Background: an optimization exercise with open tools, aiming at small area and a short achievable clock period. Do not read the settings as production practice. At most, simulation tests tie the RTL to the original design; equivalence was not proved. Power and IR drop assume default switching activity.

job 101:
==> flow/design.v <==
module L1_cache #(
    parameter CTID = 0)
    (
    input logic clock,
    input logic reset,
    input logic [31:0] PCF,                  
    input logic [31:0] addr_rst,             
    input logic [1:0] tid_fetch,             
    input logic [31:0] br_target,            
    input logic [1:0] tid_br,                
    input logic [31:0] l2addr,               
    input logic [1:0] l2_tid,                
    input logic [127:0] l2_line,             
    input logic l2_valid_rsp,                
    output logic br_req,                     
    output logic req_spec,                   
    output logic req_refill,                 
    output logic [31:0] instr                
    );
    logic         active;       
    logic [27:0]  tag;          
    logic [127:0] data;         
    logic         zeroed;       
    genvar gi;
    logic         tid_ok;       
    assign tid_ok = (l2_tid == CTID);
    logic [3:0]   fill_w, fill_wn;
    logic [127:0] blk;          
    generate
        for (gi = 0; gi < 4; gi++) begin : g_fill
            L1_fdec u_fdec (.valid(l2_valid_rsp), .tid_ok(tid_ok), .f(fill_w[gi]), .fn(fill_wn[gi]));
        end
        for (gi = 0; gi < 128; gi++) begin : g_blk
            L1_sel2 u_blk (.s(fill_w[gi/32]), .sn(fill_wn[gi/32]), .a(l2_line[gi]), .b(data[gi]), .y(blk[gi]));
        end
    endgenerate
    logic fill, fill_n, tload, thold;
    L1_fdec u_fdec_t (.valid(l2_valid_rsp), .tid_ok(tid_ok), .f(fill), .fn(fill_n));
    assign tload = fill & ~reset;
    assign thold = fill_n & ~reset;
    logic [27:0] tag_d;
    generate
        for (gi = 0; gi < 28; gi++) begin : g_tag
            L1_sel2 u_tag (.s(tload), .sn(thold), .a(l2addr[gi+4]), .b(tag[gi]), .y(tag_d[gi]));
        end
    endgenerate
    logic [6:0] ne_p, ne_b;
    generate
        for (gi = 0; gi < 7; gi++) begin : g_cmp
            L1_ne4 u_nep (.a(PCF[4*gi+7 -: 4]), .t(tag[4*gi+3 -: 4]), .ne(ne_p[gi]));
            L1_ne4 u_neb (.a(br_target[4*gi+7 -: 4]), .t(tag[4*gi+3 -: 4]), .ne(ne_b[gi]));
        end
    endgenerate
    logic miss_p, ok;
    assign miss_p = |ne_p;
    assign ok     = fill | ~zeroed;             
    localparam integer NH = 4;
    logic       ao_n;
    logic [3:0] pe;
    logic [NH-1:0] hn;
    assign ao_n = ~(active & ok);
    L1_nor2 u_pe0 (.a(ne_p[0]), .b(ne_p[1]), .y(pe[0]));
    L1_nor2 u_pe1 (.a(ne_p[2]), .b(ne_p[3]), .y(pe[1]));
    L1_nor2 u_pe2 (.a(ne_p[4]), .b(ne_p[5]), .y(pe[2]));
    L1_nor2 u_pe3 (.a(ne_p[6]), .b(ao_n),    .y(pe[3]));
    generate
        for (gi = 0; gi < NH; gi++) begin : g_hit
            L1_nand4 u_hn (.a(pe), .y(hn[gi]));
        end
    endgenerate
    logic [3:0] wsel;
    assign wsel[3] = (PCF[3:0] == 4'hc);
    assign wsel[2] = (PCF[3:0] == 4'h8);
    assign wsel[1] = (PCF[3:0] == 4'h4);
    assign wsel[0] = ~(wsel[3] | wsel[2] | wsel[1]);
    generate
        for (gi = 0; gi < 32; gi++) begin : g_out
            L1_word u_out (.s(wsel), .d({blk[96+gi], blk[64+gi], blk[32+gi], blk[gi]}), .hn(hn[gi/(32/NH)]), .y(instr[gi]));
        end
    endgenerate
    assign req_spec   = active & ~miss_p & wsel[3];
    assign req_refill = active & miss_p;
    assign br_req     = ~active & (tid_br == CTID) & (|ne_b);
    always_ff @(posedge clock) begin
        active <= (tid_fetch == CTID);
        data   <= blk;
        tag    <= tag_d;
        zeroed <= reset | (zeroed & fill_n);
    end
endmodule
module L1_fdec (input logic valid, input logic tid_ok, output logic f, output logic fn);
    assign f  = valid & tid_ok;
    assign fn = ~(valid & tid_ok);
endmodule
module L1_sel2 (input logic s, input logic sn, input logic a, input logic b, output logic y);
    assign y = (s & a) | (sn & b);
endmodule
module L1_ne4 (input logic [3:0] a, input logic [3:0] t, output logic ne);
    assign ne = |(a ^ t);
endmodule
module L1_word (input logic [3:0] s, input logic [3:0] d, input logic hn, output logic y);
    assign y = ~hn & (|(s & d));
endmodule
module L1_nor2 (input logic a, input logic b, output logic y);
    assign y = ~(a | b);
endmodule
module L1_nand4 (input logic [3:0] a, output logic y);
    assign y = ~(&a);
endmodule
Settings: LEC_CHECK=0, CAP_MARGIN=20, CORE_MARGIN=2, CORE_UTILIZATION=40, CTS_BUF_LIST=sky130_fd_sc_hd__clkbuf_4 sky130_fd_sc_hd__clkbuf_8, SETUP_SLACK_MARGIN=3.0, SLEW_MARGIN=20, SYNTH_HIERARCHICAL=1; clock period 6.0 ns.
standard.sh (not shown) runs the stock make flow with config.mk's settings and CLKGATE_MAP_FILE= SYNTH_SCRIPT=/design/flow/synth_recipe.tcl, a recipe that flattens the netlist after the stock synthesis.
==> flow/flow/run.sh <==
#!/bin/bash
# Standard ORFS layout; the only change is that port buffers use the smallest buffer cell.
set -euo pipefail
export BUFFER_PORTS_ARGS="-buffer_cell sky130_fd_sc_hd__buf_1"
bash standard.sh > standard_flow.log 2>&1
Job 101 finished every step from synthesis to the final layout, and the layout passed the timing, DRC and antenna checks.
## Diff of input files: job 102 against job 101
diff --git a/flow/config.mk b/flow/config.mk
--- a/flow/config.mk
+++ b/flow/config.mk
@@ -12 +12 @@
-export SETUP_SLACK_MARGIN = 3.0
+export SETUP_SLACK_MARGIN = 1.5
Findings:
Looking at beginning of the critical path, the l2_tid[1] result is from job 102; the l2_tid[0] one comes from job 101.
Proportion of power drawn by the clock network (higher): job 102
Cell area on job 102 is ahead of job 101.
Against job 101, global-route wire length before repair in job 102 fell by a little under 10%.
Max freq job 101 -> job 102: degraded
On first-iteration DRC count, job 102 does better than job 101.
Input-level comparison between job 103 and job 102:
diff --git a/flow/config.mk b/flow/config.mk
--- a/flow/config.mk
+++ b/flow/config.mk
@@ -12 +12 @@
-export SETUP_SLACK_MARGIN = 1.5
+export SETUP_SLACK_MARGIN = 2.0
### Flow results
Job 103: core utilization higher than job 102. Looking at first-iteration DRC count across both flows, job 103 is the weaker of the two, with job 102 ahead. Job 103 vs. job 102: cell area has increased; overall power consumption has decreased. Lower via count was reported by job 102, not job 103. The tightest slew margin relative to the limit reported for job 103 is greater than that of job 102 by 26 points. Delta (job 103 minus job 102): worst hold slack grew by 0.0070 ns, sequential share of layout area shrank by 0.80 points, fraction of area in multi-input gates grew by 0.34 points.
Input changes introduced in job 104 (baseline for comparison: job 103):
diff --git a/flow/config.mk b/flow/config.mk
--- a/flow/config.mk
+++ b/flow/config.mk
@@ -11,0 +12 @@
+export GPL_TIMING_DRIVEN = 0
## What came out
Higher number of setup buffers added after CTS goes to job 104 over job 103. Summary of job 104 over job 103: clock tree buffer count of the final layout climbed 30%, routed length per placed instance climbed 0.47 µm, layout overhead on the synthesized area climbed 4.2 points. NOTE: worst reg-to-reg path cell count in job 104 exceeds that of job 103. Re critical path depth: job 103 was higher than job 104. Post-route minimum period delta (job 104 − job 103): unfavourable. In the metrics for job 103 and job 104, the one carrying the lower worst setup slack is job 104. Comparing clock share of power for job 103 and job 104, the bigger number came from job 103.
What job 105 does differently from job 104 at the input level:
diff --git a/flow/config.mk b/flow/config.mk
--- a/flow/config.mk
+++ b/flow/config.mk
@@ -12,2 +12 @@
-export GPL_TIMING_DRIVEN = 0
-export SETUP_SLACK_MARGIN = 2.0
+export SETUP_SLACK_MARGIN = 2.2
## What came out
Job 105 was carried through to the last stage, and its layout satisfied the timing, DRC and antenna checks.
Job 104 went all the way through the flow, and no timing, DRC or antenna check failed.
Lower first-pass GRT wire length among job 105 and job 104: job 104
Taking job 104 as the reference, in job 105 non-clock buffering overhead in the final layout saw an increase, ratio of final minimum period to clock period saw a decrease, global-route met3 utilization shrank by 0.17 points, power dissipated by switching net loads up about 7%.
STATUS achievable clock frequency: job 105 wins against job 104
Diff job 104 -> job 105: clock buffer count in the final layout moved down, total power went up.

* * *

Another version of the RTL of L1_cache (not shown whole).
For scale: roughly 530 cells after synthesis, about 160 flip-flops.
Settings: LEC_CHECK=0, CAP_MARGIN=20, CORE_MARGIN=2, CORE_UTILIZATION=40, CTS_BUF_LIST=sky130_fd_sc_hd__clkbuf_4 sky130_fd_sc_hd__clkbuf_8, SETUP_SLACK_MARGIN=3.0, SLEW_MARGIN=20, SYNTH_HIERARCHICAL=1; clock period 6.0 ns.
Scripts as last shown in full above: flow/flow/run.sh
The starting point produced a clean layout.
Rerun with:
CORE_UTILIZATION = 60   (was 40)
Worst hold slack stays flat.
Worst setup slack degrades by 0.046 ns.
Register-to-register slack degrades by 0.21 ns.
Clock-buffer cell count goes up by 2.
No functional check of the RTL was part of any run of this note.

* * *

## v11
L1_cache, a different RTL version from the one above (not shown whole).
For scale: roughly 540 cells after synthesis, ~0.0061 mm2 of cells after synthesis.
Settings: LEC_CHECK=0, CAP_MARGIN=20, CORE_MARGIN=2, CORE_UTILIZATION=35, CTS_BUF_LIST=sky130_fd_sc_hd__clkbuf_4 sky130_fd_sc_hd__clkbuf_8, SETUP_SLACK_MARGIN=2.1, SLEW_MARGIN=20, SYNTH_HIERARCHICAL=1; clock period 6.0 ns.
Scripts as last shown in full above: flow/flow/run.sh
Edits applied to the flow inputs when going from v11 to v44:
Settings: SETUP_SLACK_MARGIN now 2.2, was 2.1; CORE_UTILIZATION now 40, was 35.
## What came out
- v44: all stages complete, timing, DRC and antenna checks passed
- For the multi-input combinational area share, v44 came in 1.7 points higher than v11 did.
- Clock buffer instance count of the final layout ended up 1 higher on v44 than on v11.
- Sort v44 and v11 by wire length of the first global-routing pass, ascending, and v11 comes first.
- Row fraction of the core area covered by cells at the end of the flow: v44 higher / v11 lower
- Taking v11 as the reference, in v44 die area now smaller, via count now larger.
- Last weighted congestion value of the routability-driven placer was lower in v11 than in v44.
- Compared with v11, in v44 design area increased about 0.7%, setup slack of the worst register-to-register path decreased by 40 ps relative to the old numbers.
Input-level comparison between v59 and v44:
Settings: a change of CORE_UTILIZATION from 40 to 45; a change of SETUP_SLACK_MARGIN from 2.2 to 2.1.
Findings:
The data arrival time of the worst path of v59 exceeds that of v44 by 80 ps.
Cell area | v59 vs v44 | v59 smaller
Between v59 and v44, the non-clock buffer count is lower for v59.
When the final numbers for v59 and v44 were put side by side, the fraction of area in multi-input gates turned out to be smaller in v59.
Between v44 and v59, the cell count went down.
v59 completed; timing, DRC and antenna clean
v44 has completed all stages; timing, DRC and antenna checks passed.
Changes observed in v59 relative to v44: met2 routing resource usage after global routing moved up; worst setup slack moved down; die area moved down.
Quantity of hold-fixing buffers added after cts across v59 and v44: no real change.
Summary of v59 over v44: first-iteration DRC count moved up, worst-case hold slack level.

* * *

L1_cache, a different RTL version from the one above (not shown whole).
For scale: ~940 cells after synthesis, about 160 flip-flops, about 300 I/O pins.
## L1_cache
module L1_cache #(
    parameter CTID = 0)
    (
    input logic clock,
    input logic reset,
    input logic [31:0] PCF,                  
    input logic [31:0] addr_rst,             
    input logic [1:0] tid_fetch,             
    input logic [31:0] br_target,            
    input logic [1:0] tid_br,                
    input logic [31:0] l2addr,               
    input logic [1:0] l2_tid,                
    input logic [127:0] l2_line,             
    input logic l2_valid_rsp,                
    output logic br_req,                     
    output logic req_spec,                   
    output logic req_refill,                 
    output logic [31:0] instr                
    );
clock: 6.0 ns
lec_check: 0
cap_margin: 20
core_margin: 2
core_utilization: 40
setup_slack_margin: 2.5
slew_margin: 20
run.sh (not shown) runs the stock make flow with config.mk's settings and CLKGATE_MAP_FILE= SYNTH_SCRIPT=/design/flow/synth_recipe.tcl, a recipe that flattens the netlist after the stock synthesis.
Stock flow here: none of the scripts above is used.
Rerun with:
Settings changed: SETUP_SLACK_MARGIN 2.5 to 1.5.
Result: The changed run ran to the end with no violations. Flip-flop and latch count is unchanged. Setup slack degrades by 0.32 ns. Cell count goes down by a few percent. Synthesized cell count is unchanged. Sequential power hardly moves. Clock skew stays the same. Area after synthesis does not change. Worst hold slack is about the same.
Rerun with:
Settings changed: SETUP_SLACK_MARGIN 1.5 to default.
Effect: Wire length decreases by roughly a tenth; setup slack loses 0.84 ns; synthesized cell count is unchanged; die area is unchanged; fmax decreases by about a fifth; flip-flop and latch count stays the same; first-iteration DRC count climbs by a few percent; worst hold slack is about the same; cell area came out lower by a few percent.

* * *

L1_cache, a different RTL version from the one above (not shown whole).
Size in the first run: ~530 cells after synthesis, roughly 160 flip-flops, roughly 300 I/O pins.
Settings: LEC_CHECK=0, CAP_MARGIN=20, CORE_MARGIN=2, CORE_UTILIZATION=40, CTS_BUF_LIST=sky130_fd_sc_hd__clkbuf_4 sky130_fd_sc_hd__clkbuf_8, SETUP_SLACK_MARGIN=2.5, SLEW_MARGIN=20, SYNTH_HIERARCHICAL=1; clock period 6.0 ns.
standard.sh (not shown) runs the stock make flow with config.mk's settings and CLKGATE_MAP_FILE= SYNTH_SCRIPT=/design/flow/synth_recipe.tcl, a recipe that flattens the netlist after the stock synthesis.
Scripts as last shown in full above: flow/flow/run.sh
Next try:
--- a/flow/config.mk
+++ b/flow/config.mk
@@ -12 +12 @@
-export SETUP_SLACK_MARGIN = 2.5
+export SETUP_SLACK_MARGIN = 2.0
Result: Flip-flop and latch count is unchanged. Power is lower by 5.9%. Hold slack got worse by 8.0 ps. Die area is unchanged. First-iteration DRC count is higher by 67%. Non-clock buffer count is lower by 28. Wire length is lower by 7.2%. Critical path depth does not change. Worst setup slack got worse by 220 ps.
No functional check of the RTL was part of any run of this note.

* * *

Setup of exp/delta:
L1_cache, a different RTL version from the one above (not shown whole).
Size: about 530 cells after synthesis, ~160 flip-flops, ~6400 sq um of cells after synthesis.
clock: 6.0 ns
lec_check: 0
cap_margin: 20
core_margin: 2
core_utilization: 40
cts_buf_list: sky130_fd_sc_hd__clkbuf_4 sky130_fd_sc_hd__clkbuf_8
slew_margin: 20
synth_hierarchical: 1
Scripts as last shown in full above: flow/flow/run.sh
Input-level comparison between exp/yarrow and exp/delta:
diff --git a/flow/config.mk b/flow/config.mk
--- a/flow/config.mk
+++ b/flow/config.mk
@@ -11,0 +12 @@
+export SETUP_SLACK_MARGIN = 3.0
@@ -13,0 +15 @@
+export TNS_END_PERCENT = 5
### Flow results
Looking only at final total power, and setting everything else aside, the lower value of exp/delta and exp/yarrow goes to exp/delta.
Setup slack in exp/yarrow is larger than in exp/delta.
Synthesis-to-finish area growth (higher): exp/yarrow
From exp/delta to exp/yarrow the numbers moved as follows: clock network fraction of design power increased by 0.2 points relative to the old numbers, routed metal-1 wire length increased by about 8% relative to the old numbers, portion of the clock cycle consumed by the worst path in the final layout decreased by 12 points relative to the old numbers.
Per the comparison of exp/yarrow with exp/delta, register-to-register slack saw a decrease, final cell count saw an increase, total leakage power saw an increase.
Setup changes, exp/yarrow to exp/nickel
diff --git a/flow/config.mk b/flow/config.mk
--- a/flow/config.mk
+++ b/flow/config.mk
@@ -12 +12 @@
-export SETUP_SLACK_MARGIN = 3.0
+export SETUP_SLACK_MARGIN = 2.3
@@ -15 +14,0 @@
-export TNS_END_PERCENT = 5
[summary]
In exp/nickel, the filler-free cell count of the finished design came out about 0.8% above the value in exp/yarrow.
On static leakage power: between exp/yarrow and exp/nickel, it ends up lower for exp/yarrow.
Detailed-route wire length per cell ended up 1.5% lower on exp/nickel than on exp/yarrow.
On setup slack, exp/yarrow and exp/nickel are neck and neck.
The following lists how exp/garnet was set up differently from exp/nickel:
diff --git a/flow/config.mk b/flow/config.mk
--- a/flow/config.mk
+++ b/flow/config.mk
@@ -12 +12 @@
-export SETUP_SLACK_MARGIN = 2.3
+export SETUP_SLACK_MARGIN = 3.0
[summary]
Sequential share of layout area of exp/nickel is on par with exp/garnet. Delta (exp/garnet minus exp/nickel): setup slack went up 55 ps, post-route cell area dropped about 0.4%, number of nets at the end of the flow down 11, sequential cell fraction of total power decreased 2.5 points. Against exp/nickel, exp/garnet reports a combinational power that is lower.
No run of this note included a check of the RTL's function; only the layout flow was run.

* * *

## build 18
L1_cache, a different RTL version from the one above (not shown whole).
For scale: ~510 cells after synthesis, about 160 flip-flops, ~5900 um2 of cells after synthesis.
clock: 6.0 ns
lec_check: 0
cap_margin: 20
core_margin: 2
core_utilization: 40
cts_buf_list: sky130_fd_sc_hd__clkbuf_4 sky130_fd_sc_hd__clkbuf_8
setup_slack_margin: 3.0
slew_margin: 20
synth_hierarchical: 1
==> flow/flow/run.sh <==
#!/bin/bash
# Standard ORFS layout with two changes: port buffers use the smallest buffer
# cell, and timing repair only resizes and swaps pins (no buffering or cloning).
set -euo pipefail
export BUFFER_PORTS_ARGS="-buffer_cell sky130_fd_sc_hd__buf_1"
export SETUP_MOVE_SEQUENCE="sizeup,swap"
bash standard.sh > standard_flow.log 2>&1
#### Input delta (build 54 over build 18)
- SETUP_SLACK_MARGIN: 3.0 -> 4.0
==> flow/flow/run.sh <==
#!/bin/bash
# Standard ORFS layout; the only change is that port buffers use the smallest buffer cell.
set -euo pipefail
export BUFFER_PORTS_ARGS="-buffer_cell sky130_fd_sc_hd__buf_1"
bash standard.sh > standard_flow.log 2>&1
Notes after the runs:
Between build 18 and build 54, the final standard cell area without fillers is lower for build 18. Build 54 packs its core more tightly than build 18. Taking build 18 as the reference, in build 54 power dissipated in combinational cells has increased, clock-cell share of area has increased. Reported for build 18 and build 54, number of iterations in the first detailed-routing pass turned out identical to the last digit. Diff build 18 and build 54: met1 wire length higher in build 54.
## Diff of input files: build 79 against build 54
- a change of SETUP_SLACK_MARGIN from 4.0 to 3.0
==> flow/flow/run.sh <==
#!/bin/bash
# Standard ORFS layout with two changes: port buffers use the smallest buffer
# cell, and power recovery downsizes cells off the critical paths after repair.
set -euo pipefail
export BUFFER_PORTS_ARGS="-buffer_cell sky130_fd_sc_hd__buf_1"
export RECOVER_POWER=100
bash standard.sh > standard_flow.log 2>&1
--- outcome ---
STATUS run=build 79 STAGES=ALL_DONE FINAL_CHECKS=FAILED CAUSE=capacitance limit, slew limit. Build 79 against build 54: number of synthesized flops with an enable pin closely matched the old numbers; final setup slack of the worst path decreased by 930 ps relative to the old numbers; total track usage decreased by 0.96 points relative to the old numbers; time the worst path needs with I/O delays and setup increased by 930 ps relative to the old numbers; routed wire length decreased by 990 um relative to the old numbers. Detailed-routing wirelength on met1, build 54 and build 79: larger value in build 54. Delta(non-clock buffer total of the final layout, build 79 - build 54) < 0.

-- what the ideal ports hide --
No port has a modelled driver above. Below, the same layouts with a new extraction and two added sets of constraints.
Step 1 (the two cells are an assumption about what drives the block):
set clk [get_ports {clock}]
set_driving_cell -lib_cell sky130_fd_sc_hd__clkbuf_16 $clk
set_driving_cell -lib_cell sky130_fd_sc_hd__buf_2 [delete_from_list [all_inputs] $clk]
Step 2 moves the port delays by t, midway between the first and last clock arrival at a register: inputs arrive t later, outputs are due t later. That takes back most of the time a late clock gives input paths.
Slacks: ideal ports / drivers / drivers and shift; pairs: ideal ports / drivers.
| run | shift t [ns] | setup slack, ns | cell pins on the clock port's net |
|---|---|---|---|
| job 101 | 0.488 | 2.194 / 2.156 / 2.156 | 1 |
| job 102 | 0.484 | 1.637 / 1.617 / 1.617 | 1 |
| job 103 | 0.473 | 2.083 / 2.058 / 2.058 | 1 |
| job 104 | 0.479 | 2.075 / 2.044 / 2.044 | 1 |
| job 105 | 0.485 | 2.201 / 2.155 / 2.155 | 1 |
| the first run of note 2 | 0.479 | 2.101 / 2.060 / 2.060 | 1 |
| the second run of note 2 | 0.484 | 2.055 / 2.021 / 2.021 | 1 |
| v11 | 0.477 | 2.163 / 2.117 / 2.117 | 1 |
| v44 | 0.479 | 2.240 / 2.183 / 2.183 | 1 |
| v59 | 0.472 | 2.157 / 2.114 / 2.114 | 1 |
| the first run of note 4 | 0.472 | 1.904 / 1.865 / 1.865 | 1 |
| the second run of note 4 | 0.464 | 1.585 / 1.541 / 1.541 | 1 |
| the third run of note 4 | 0.464 | 0.741 / 0.719 / 0.719 | 1 |
| the first run of note 5 | 0.483 | 2.280 / 2.207 / 2.207 | 1 |
| the second run of note 5 | 0.488 | 2.055 / 2.027 / 2.027 | 1 |
| exp/delta | 0.482 | 1.415 / 1.389 / 1.389 | 1 |
| exp/yarrow | 0.482 | 2.109 / 2.056 / 2.056 | 1 |
| exp/nickel | 0.487 | 2.108 / 2.076 / 2.076 | 1 |
| exp/garnet | 0.480 | 2.162 / 2.130 / 2.130 | 1 |
| build 18 | 0.473 | 1.788 / 1.763 / 1.763 | 1 |
| build 54 | 0.479 | 2.024 / 1.999 / 1.999 | 1 |
| build 79 | 0.473 | 1.090 / 1.070 / 1.070 | 1 |
The setup slack of the first run of note 5, which loses most, moves by -0.073 ns with the drivers and by -0.073 ns with both steps.
